This is an optimization exercise on Yosys and OpenROAD, whose aim is small area, a short achievable clock period and few clock cycles per item, not a production implementation. Where RTL was checked, it was by simulation tests only, not by an equivalence proof against the original.

the reference run:
## fpadder
module fpadder (output logic [31:0] sum, output logic ready,
		 input logic [31:0] a, input logic clock, nreset);
For scale: roughly 1500 cells after synthesis, roughly 8300 um^2 of cells after synthesis.
export LEC_CHECK = 0
export ABC_AREA = 1
export CAP_MARGIN = 20
export CORE_MARGIN = 2
export CORE_UTILIZATION = 40
export CTS_BUF_LIST = sky130_fd_sc_hd__clkbuf_8
export SLEW_MARGIN = 20
create_clock -name core_clock -period 5.0 [get_ports {clock}]
standard.sh (not shown) runs the stock make flow with config.mk's settings and CLKGATE_MAP_FILE= SYNTH_SCRIPT=/design/flow/synth_recipe.tcl, a recipe that flattens the netlist after the stock synthesis.
==> flow/flow/run.sh <==
#!/bin/bash
# Standard layout (standard synthesis unchanged), except that the ports are
# buffered with small plain buffers instead of the resizer's default pick (a delay
# cell).
set -euo pipefail
export BUFFER_PORTS_ARGS="-buffer_cell sky130_fd_sc_hd__buf_1"
bash standard.sh synth > synth.log 2>&1
bash standard.sh > layout.log 2>&1
The reference run finished end to end and its layout was clean on timing, DRC and antenna.
Inputs modified between the reference run and the trial run:
# the reference run
export LEC_CHECK = 0
export ABC_AREA = 1
export CAP_MARGIN = 20
export CORE_MARGIN = 2
export CORE_UTILIZATION = 40
export CTS_BUF_LIST = sky130_fd_sc_hd__clkbuf_8
export SLEW_MARGIN = 20
create_clock -name core_clock -period 5.0 [get_ports {clock}]
# the trial run
export LEC_CHECK = 0
export ABC_AREA = 1
export CAP_MARGIN = 20
export CORE_MARGIN = 2
export CORE_UTILIZATION = 40
export SLEW_MARGIN = 20
create_clock -name core_clock -period 5.0 [get_ports {clock}]
--- a/flow/flow/run.sh
+++ b/flow/flow/run.sh
@@ -3 +3 @@
-# buffered with small plain buffers instead of the resizer's default pick (a delay
+# buffered with plain buffers instead of the resizer's default pick (a delay
@@ -6 +6 @@
-export BUFFER_PORTS_ARGS="-buffer_cell sky130_fd_sc_hd__buf_1"
+export BUFFER_PORTS_ARGS="-buffer_cell sky130_fd_sc_hd__buf_2"
### Flow results
In the final reports, the cell area of the trial run is larger than that of the reference run. The setup slack of the trial run is smaller than that of the reference run. The trial run: post-place instance area higher than the reference run. Summary of the trial run over the reference run: routed via count divided by cell count went up by 0.94%, detailed-route via count went up by 1.0%. The trial run against the reference run: highest attainable clock frequency went down, clock period minus worst slack went up, all-layer global routing usage went up, first-iteration DRC count went up.
Function was not checked in any run of this note: the RTL went through the layout flow alone.

========
Another version of the RTL of fpadder (not shown whole).
Size in the first run: ~1400 cells after synthesis, ~63 flip-flops, roughly 67 I/O pins.
export LEC_CHECK = 0
export ABC_AREA = 1
export CAP_MARGIN = 20
export CORE_MARGIN = 2
export CORE_UTILIZATION = 40
export SLEW_MARGIN = 20
create_clock -name core_clock -period 5.0 [get_ports {clock}]
==> flow/flow/run.sh <==
#!/bin/bash
# Standard layout (standard synthesis unchanged), except that the ports are
# buffered with small plain buffers instead of the resizer's default pick (a delay
# cell).
set -euo pipefail
export BUFFER_PORTS_ARGS="-buffer_cell sky130_fd_sc_hd__buf_1"
bash standard.sh synth > synth.log 2>&1
bash standard.sh > layout.log 2>&1
The starting point finished with timing, DRC and antenna clean.
Testbench counts at the start, summed over its fixed seeds: cycles 106,173, ops 32,000.
==> next run, changes <==
--- a/flow/config.mk
+++ b/flow/config.mk
@@ -10,3 +10,4 @@
 export CORE_MARGIN = 2
 export CORE_UTILIZATION = 40
+export CTS_BUF_LIST = sky130_fd_sc_hd__clkbuf_4 sky130_fd_sc_hd__clkbuf_8
 export SLEW_MARGIN = 20
Outcome:
- worst setup slack is worse by 0.027 ns
- global-route usage barely changes
==> next run, changes <==
==> flow/flow/run.sh (replaced) <==
#!/bin/bash
# Standard layout (standard synthesis unchanged), except that the ports are
# buffered with plain buffers instead of the resizer's default pick (a delay
# cell).
set -euo pipefail
export BUFFER_PORTS_ARGS="-buffer_cell sky130_fd_sc_hd__buf_2"
bash standard.sh synth > synth.log 2>&1
bash standard.sh > layout.log 2>&1
--- a/flow/config.mk
+++ b/flow/config.mk
@@ -9,5 +9,4 @@
 export CAP_MARGIN = 20
 export CORE_MARGIN = 2
-export CORE_UTILIZATION = 40
-export CTS_BUF_LIST = sky130_fd_sc_hd__clkbuf_4 sky130_fd_sc_hd__clkbuf_8
+export CORE_UTILIZATION = 50
 export SLEW_MARGIN = 20
Effect:
- wire length came out lower slightly
- clock-buffer cell count came out higher by 2
- core utilization came out higher by 13 points

========
v20:
Another version of the RTL of fpadder (not shown whole).
Size: about 1500 cells after synthesis, ~63 flip-flops, roughly 67 I/O pins, about 8400 um^2 of cells after synthesis.
## fpadder
module fpadder (output logic [31:0] sum, output logic ready,
		 input logic [31:0] a, input logic clock, nreset);
==> flow/config.mk <==
export PLATFORM = sky130hd
export DESIGN_NAME = fpadder
export DESIGN_NICKNAME = fpadder
export VERILOG_FILES = /design/flow/design.v
export SDC_FILE = /design/flow/constraint.sdc
export NUM_CORES = 4
export LEC_CHECK = 0
export ABC_AREA = 1
export CAP_MARGIN = 20
export CORE_MARGIN = 2
export CORE_UTILIZATION = 40
export SLEW_MARGIN = 20
==> flow/constraint.sdc <==
create_clock -name core_clock -period 5.0 [get_ports {clock}]
set_input_delay 1.0000 -clock core_clock [delete_from_list [all_inputs] [get_ports {clock}]]
set_output_delay 1.0000 -clock core_clock [all_outputs]
set_load 0.01 [all_outputs]
==> flow/flow/run.sh <==
#!/bin/bash
# Standard layout (standard synthesis unchanged), except that the ports are
# buffered with plain buffers instead of the resizer's default pick (a delay
# cell).
set -euo pipefail
export BUFFER_PORTS_ARGS="-buffer_cell sky130_fd_sc_hd__buf_2"
bash standard.sh synth > synth.log 2>&1
bash standard.sh > layout.log 2>&1
Testbench counts of v20, summed over its fixed seeds: cycles 106,173, ops 32,000.
[inputs] v14 vs v20
Settings: CTS_CLUSTER_DIAMETER: unset -> 300; CTS_CLUSTER_SIZE: unset -> 60.
[summary]
- v14 against v20: number of iterations in the first detailed-routing pass neither gained nor lost much; final-stage net count has remained practically unchanged; global-route usage stayed essentially flat.
- v20 -> v14: die footprint delta 0, exact match
- [compare] base=v20 new=v14: well-tap cell count stayed essentially flat, I/O pin total neither gained nor lost much.
- Going from v20 to v14, layout multi-input combinational cell count essentially unchanged, placer's final routability congestion estimate roughly the same, die width level, utilization after layout roughly the same.

static timing again, ports no longer ideal:
The flow's constraints put no driver on any port. The routed layouts listed below were extracted and timed again, unchanged, in two steps.
Step 1 assumes that a clkbuf_16 drives the clock port and a buf_2 every other input.
Step 2, shift: input delay + t, output delay - t, t = (earliest + latest rising clock arrival at the registers) / 2. This alone moves slack from input paths to output paths.
Three values: ideal ports, drivers, drivers and shift; two values: the first two.
run	shift t [ns]	setup WS [ns]	worst setup path after step 2
the reference run	0.397	0.261 / 0.220 / 0.454	input to register
the trial run	0.385	0.234 / 0.192 / 0.547	input to register
the first run of note 2	0.389	0.284 / 0.239 / 0.308	input to register
the second run of note 2	0.406	0.257 / 0.217 / 0.255	input to register
the third run of note 2	0.386	0.194 / 0.148 / 0.473	input to register
v20	0.377	0.243 / 0.203 / 0.518	input to register
v14	0.377	0.243 / 0.203 / 0.518	input to register
After both steps every run listed still meets setup and hold. For the second run of note 2, which loses most, drivers alone change the setup slack by -0.040 ns; drivers and shift together by -0.002 ns.
